Context: an optimization exercise on an open-source flow, tuned for small area. The choices shown serve that exercise and are no tape-out recipe.
In this exercise RTL edits were held to simulation tests only and were not proved equivalent to the original.

## fp_adder_tree
module fp_adder_tree #(
    parameter int unsigned N = 8
) (
    input clk,
    input rst_n,
    input            in_valid,
    input [32*N-1:0] fp_in,
    output           out_valid,
    output [31:0]    out
);
Size: about 3,900 cells after synthesis, ~290 I/O pins, about 34,000 µm² of cells after synthesis.
==> module leading_zero_cnt, before the edit <==
module leading_zero_cnt (
    input  [49:1]      x,
    output logic [5:0] lz
);
logic [63:0]      xp;
logic [15:0]      z4;
logic [15:0][1:0] c4;
logic [7:0]       z8;
logic [7:0][2:0]  c8;
logic [3:0]       z16;
logic [3:0][3:0]  c16;
logic [1:0]       z32;
logic [1:0][4:0]  c32;
always_comb begin
    xp = {x, 1'b1, 14'b0};
    for (int i = 0; i < 16; i++) begin
        logic [3:0] n;
        n = xp[4*i +: 4];
        z4[i] = ~|n;
        c4[i] = n[3] ? 2'd0 : n[2] ? 2'd1 : n[1] ? 2'd2 : 2'd3;
    end
    for (int i = 0; i < 8; i++) begin
        z8[i] = z4[2*i+1] & z4[2*i];
        c8[i] = z4[2*i+1] ? {1'b1, c4[2*i]} : {1'b0, c4[2*i+1]};
    end
    for (int i = 0; i < 4; i++) begin
        z16[i] = z8[2*i+1] & z8[2*i];
        c16[i] = z8[2*i+1] ? {1'b1, c8[2*i]} : {1'b0, c8[2*i+1]};
    end
    for (int i = 0; i < 2; i++) begin
        z32[i] = z16[2*i+1] & z16[2*i];
        c32[i] = z16[2*i+1] ? {1'b1, c16[2*i]} : {1'b0, c16[2*i+1]};
    end
    lz = z32[1] ? {1'b1, c32[0]} : {1'b0, c32[1]};
end
endmodule
==> module fp32_converter, before the edit <==
module fp32_converter (
    input  [50:0] t,
    input  [7:0]  xn,
    input         allneg,
    output [31:0] fp32
);
logic        sign;
logic [49:0] nz;      
logic [49:0] a;       
logic [5:0]  lz;
logic        zero;
logic        big;
logic [7:0]  exp_out;
logic [22:0] frac;
assign sign = ~t[50];
logic [49:0] po;
always_comb begin
    po = {t[48:0], allneg};
    for (int st = 1; st < 50; st = st * 2)
        for (int i = 2*st - 1; i < 50; i += 2*st) po[i] = po[i] | po[i-st];
    for (int st = 16; st >= 1; st = st / 2)
        for (int i = 3*st - 1; i < 50; i += 2*st) po[i] = po[i] | po[i-st];
    nz = po;
end
assign a = t[49:0] ^ ({50{sign}} & nz);
leading_zero_cnt lzc_inst (.x(a[49:1]), .lz(lz));
assign zero = (lz == 6'd49) & ~a[0];
assign big = lz[5] | (lz[4] & lz[3] & (lz[2] | (lz[1] & lz[0])));
norm_shift norm_inst (.a(a[48:0]), .lz(lz[4:0]), .big(big), .f(frac));
assign exp_out = ~xn + 8'd3 - {2'b00, lz};
assign fp32 = {allneg ? ~zero : sign, exp_out, frac};
endmodule
clock: 8.5 ns
lec_check: 0
cap_margin: 20
core_margin: 2
core_utilization: 50
cts_cluster_diameter: 100
cts_cluster_size: 30
slew_margin: 20
synth_hierarchical: 1
standard.sh (not shown) runs the stock make flow with config.mk's settings and CLKGATE_MAP_FILE= SYNTH_SCRIPT=/design/flow/synth_recipe.tcl, a recipe that flattens the netlist after the stock synthesis.
==> flow/flow/run.sh <==
#!/bin/bash
# Standard layout, with two changes: the port buffers that the standard flow
# puts on every input and output are buf_1 cells instead of the default, and
# clock tree synthesis adds no dummy loads at the leaves of the clock tree.
set -euo pipefail
export BUFFER_PORTS_ARGS="-buffer_cell sky130_fd_sc_hd__buf_1"
export CTS_ARGS="-sink_clustering_enable -repair_clock_nets -sink_clustering_size 30 -sink_clustering_max_diameter 100 -dont_use_dummy_load"
bash standard.sh > standard.log 2>&1
The baseline passed the timing, DRC and antenna checks.
==> next run, changes <==
--- a/flow/design.v
+++ b/flow/design.v
@@ -32,6 +32,7 @@
 endmodule
 module leading_zero_cnt (
-    input  [49:1]      x,
-    output logic [5:0] lz
+    input  [49:0]      x,
+    output logic [5:0] lz,
+    output logic       zero
 );
 logic [63:0]      xp;
@@ -45,5 +46,5 @@
 logic [1:0][4:0]  c32;
 always_comb begin
-    xp = {x, 1'b1, 14'b0};
+    xp = {x, 14'b0};
     for (int i = 0; i < 16; i++) begin
         logic [3:0] n;
@@ -64,5 +65,6 @@
         c32[i] = z16[2*i+1] ? {1'b1, c16[2*i]} : {1'b0, c16[2*i+1]};
     end
-    lz = z32[1] ? {1'b1, c32[0]} : {1'b0, c32[1]};
+    zero = z32[1] & z32[0];
+    lz   = z32[1] ? {1'b1, c32[0]} : {1'b0, c32[1]};
 end
 endmodule
@@ -92,9 +94,8 @@
 end
 assign a = t[49:0] ^ ({50{sign}} & nz);
-leading_zero_cnt lzc_inst (.x(a[49:1]), .lz(lz));
-assign zero = (lz == 6'd49) & ~a[0];
+leading_zero_cnt lzc_inst (.x(a), .lz(lz), .zero(zero));
 assign big = lz[5] | (lz[4] & lz[3] & (lz[2] | (lz[1] & lz[0])));
 norm_shift norm_inst (.a(a[48:0]), .lz(lz[4:0]), .big(big), .f(frac));
-assign exp_out = ~xn + 8'd3 - {2'b00, lz};
+assign exp_out = zero ? ~xn - 8'd46 : ~xn + 8'd3 - {2'b00, lz};
 assign fp32 = {allneg ? ~zero : sign, exp_out, frac};
 endmodule
Result: Register-to-register slack got worse by 50 ps; setup slack is better by 81 ps; worst hold slack is better by 31 ps; cell count increases by 0.82%; clock skew increases by 22 ps; routed wire length hardly moves; synthesized area is higher by 0.84%; non-clock buffer count goes up by 11; final area rises by 0.87%; via count stays flat; global-route usage stays flat; die area went up by 0.83%; synthesized cell count came out higher by 1.0%.

fp_adder_tree, a different RTL version from the one above (not shown whole).
Size: about 4000 cells after synthesis, roughly 34000 sq um of cells after synthesis.
// fp_adder_tree
module fp_adder_tree #(
    parameter int unsigned N = 8
) (
    input clk,
    input rst_n,
    input            in_valid,
    input [32*N-1:0] fp_in,
    output           out_valid,
    output [31:0]    out
);
==> module fp32_converter, before the edit <==
module fp32_converter (
    input  [50:0] t,
    input  [7:0]  xn,
    input         allneg,
    output [31:0] fp32
);
logic        sign;
logic [49:0] nz;      
logic [49:0] a;       
logic [5:0]  lz;
logic        zero;
logic        big;
logic [7:0]  exp_out;
logic [22:0] frac;
assign sign = ~t[50];
logic [49:0] po;
always_comb begin
    po = {t[48:0], allneg};
    for (int st = 1; st < 50; st = st * 2)
        for (int i = 2*st - 1; i < 50; i += 2*st) po[i] = po[i] | po[i-st];
    for (int st = 16; st >= 1; st = st / 2)
        for (int i = 3*st - 1; i < 50; i += 2*st) po[i] = po[i] | po[i-st];
    nz = po;
end
assign a = t[49:0] ^ ({50{sign}} & nz);
leading_zero_cnt lzc_inst (.x(a), .lz(lz), .zero(zero));
assign big = lz[5] | (lz[4] & lz[3] & (lz[2] | (lz[1] & lz[0])));
norm_shift norm_inst (.a(a[48:0]), .lz(lz[4:0]), .big(big), .f(frac));
assign exp_out = zero ? ~xn - 8'd46 : ~xn + 8'd3 - {2'b00, lz};
assign fp32 = {allneg ? ~zero : sign, exp_out, frac};
endmodule
==> module fp_adder_tree, before the edit <==
module fp_adder_tree #(
    parameter int unsigned N = 8
) (
    input clk,
    input rst_n,
    input            in_valid,
    input [32*N-1:0] fp_in,
    output           out_valid,
    output [31:0]    out
);
logic [N-1:0][7:0]  e;
logic [N-1:0][5:0]  rl;
logic [N-1:0]       keep;
logic [7:0]         xn;
always_comb
    for (int i = 0; i < N; i++) e[i] = fp_in[32*i+23 +: 8];
logic [N-1:0]       hid;
exp_max exp_max_inst (.e(e), .xn(xn), .rl(rl), .keep(keep), .hid(hid));
logic [N-1:0][23:0] m_r;
logic [N-1:0]       s_r;
logic [N-1:0][5:0]  rl_r;
logic [N-1:0]       keep_r;
logic [7:0]         xn_r;
logic               valid_r;
always_ff @(posedge clk) begin
    for (int i = 0; i < N; i++) begin
        m_r[i]  <= {hid[i], fp_in[32*i +: 23]};
        s_r[i]  <= fp_in[32*i+31];
    end
    rl_r <= rl;
    keep_r <= keep;
    xn_r <= xn;
end
logic               allneg;
logic [N-1:0]       sp;
logic [N-1:0][47:0] u;
logic [2:0]         pc;
logic [50:0]        sum_x, sum_y, t;
assign allneg = &s_r;
assign sp     = {s_r[N-1] & ~allneg, s_r[N-2:0]};
for (genvar i = 0; i < N; i++) begin : g_align
    align align_inst (.s(s_r[i]), .m(m_r[i]), .rl(rl_r[i]), .keep(keep_r[i]), .u(u[i]));
end
popcount7 pc_inst (.s(sp), .pc(pc));
csa_tree  csa_inst (.u(u), .pc(pc), .x(sum_x), .y(sum_y));
cpa51     cpa_inst (.a(sum_x[49:0]), .b(sum_y[49:0]), .ci(pc[0]), .s(t));
logic [50:0] t_r;
logic [7:0]  xn_r2;
logic        allneg_r2;
logic        valid_r2;
always_ff @(posedge clk) begin
    t_r       <= t;
    xn_r2     <= xn_r;
    allneg_r2 <= allneg;
end
always_ff @(posedge clk) begin
    if (!rst_n) begin
        valid_r  <= 1'b0;
        valid_r2 <= 1'b0;
    end else begin
        valid_r  <= in_valid;
        valid_r2 <= valid_r;
    end
end
fp32_converter conv_inst (
    .t      (t_r),
    .xn     (xn_r2),
    .allneg (allneg_r2),
    .fp32   (out)
);
assign out_valid = valid_r2;
endmodule
clock: 8.5 ns
lec_check: 0
cap_margin: 20
core_margin: 2
core_utilization: 40
cts_cluster_diameter: 100
cts_cluster_size: 30
slew_margin: 20
synth_hierarchical: 1
==> flow/flow/run.sh <==
#!/bin/bash
# Standard layout, with one change: the port buffers that the standard flow
# puts on every input and output are buf_1 cells instead of the default.
set -euo pipefail
export BUFFER_PORTS_ARGS="-buffer_cell sky130_fd_sc_hd__buf_1"
bash standard.sh > standard.log 2>&1
Then changed:
--- a/flow/design.v
+++ b/flow/design.v
@@ -80,20 +80,20 @@
 logic [5:0]  lz;
 logic        zero;
 logic        big;
 logic [7:0]  exp_out;
 logic [22:0] frac;
 assign sign = ~t[50];
-logic [49:0] po;
+logic [48:0] po;
 always_comb begin
-    po = {t[48:0], allneg};
-    for (int st = 1; st < 50; st = st * 2)
-        for (int i = 2*st - 1; i < 50; i += 2*st) po[i] = po[i] | po[i-st];
+    po = t[48:0];
+    for (int st = 1; st < 49; st = st * 2)
+        for (int i = 2*st - 1; i < 49; i += 2*st) po[i] = po[i] | po[i-st];
     for (int st = 16; st >= 1; st = st / 2)
-        for (int i = 3*st - 1; i < 50; i += 2*st) po[i] = po[i] | po[i-st];
-    nz = po;
+        for (int i = 3*st - 1; i < 49; i += 2*st) po[i] = po[i] | po[i-st];
+    nz = {po, 1'b0};
 end
 assign a = t[49:0] ^ ({50{sign}} & nz);
 leading_zero_cnt lzc_inst (.x(a), .lz(lz), .zero(zero));
 assign big = lz[5] | (lz[4] & lz[3] & (lz[2] | (lz[1] & lz[0])));
 norm_shift norm_inst (.a(a[48:0]), .lz(lz[4:0]), .big(big), .f(frac));
 assign exp_out = zero ? ~xn - 8'd46 : ~xn + 8'd3 - {2'b00, lz};
@@ -1015,15 +1015,15 @@
 logic               allneg;
 logic [N-1:0]       sp;
 logic [N-1:0][47:0] u;
 logic [2:0]         pc;
 logic [50:0]        sum_x, sum_y, t;
 assign allneg = &s_r;
-assign sp     = {s_r[N-1] & ~allneg, s_r[N-2:0]};
+assign sp     = s_r & ~{N{allneg}};
 for (genvar i = 0; i < N; i++) begin : g_align
-    align align_inst (.s(s_r[i]), .m(m_r[i]), .rl(rl_r[i]), .keep(keep_r[i]), .u(u[i]));
+    align align_inst (.s(sp[i]), .m(m_r[i]), .rl(rl_r[i]), .keep(keep_r[i]), .u(u[i]));
 end
 popcount7 pc_inst (.s(sp), .pc(pc));
 csa_tree  csa_inst (.u(u), .pc(pc), .x(sum_x), .y(sum_y));
 cpa51     cpa_inst (.a(sum_x[49:0]), .b(sum_y[49:0]), .ci(pc[0]), .s(t));
 logic [50:0] t_r;
 logic [7:0]  xn_r2;
=>
- setup slack gets worse by 0.029 ns
- sequential cell count stays the same
- final area climbs by about 0.8%
- wire length climbs by 1.7%

[re-timing with driven ports]
Ports are ideal in the flow. The routed layouts listed here were re-timed in OpenROAD.
Step 1 sets driving cells, clkbuf_16 on the clock port and buf_2 on the other inputs (assumed; they add their load-dependent delay and slew).
Step 2 times the ports against the registers' clock, not the clock port: input delays grow and output delays shrink by t, the midpoint of the rising clock arrivals with the driver on.
a / b / c = ideal / step 1 / step 2; a / b = the first two.
| run | t (ns) | slack for setup (ns) | cell pins on the clock port's net |
|---|---|---|---|
| the first run of note 1 | 0.609 | 0.414 / 0.346 / -0.021 | 1 |
| the second run of note 1 | 0.596 | 0.495 / 0.543 / -0.053 | 1 |
| the first run of note 2 | 0.646 | 0.505 / 0.507 / -0.094 | 1 |
| the second run of note 2 | 0.632 | 0.476 / 0.411 / -0.042 | 1 |
With both steps, setup timing fails in every run listed, where it was met with ideal ports. The setup slack of the first run of note 2, which loses most, moves by +0.002 ns with the drivers and by -0.599 ns with both steps.
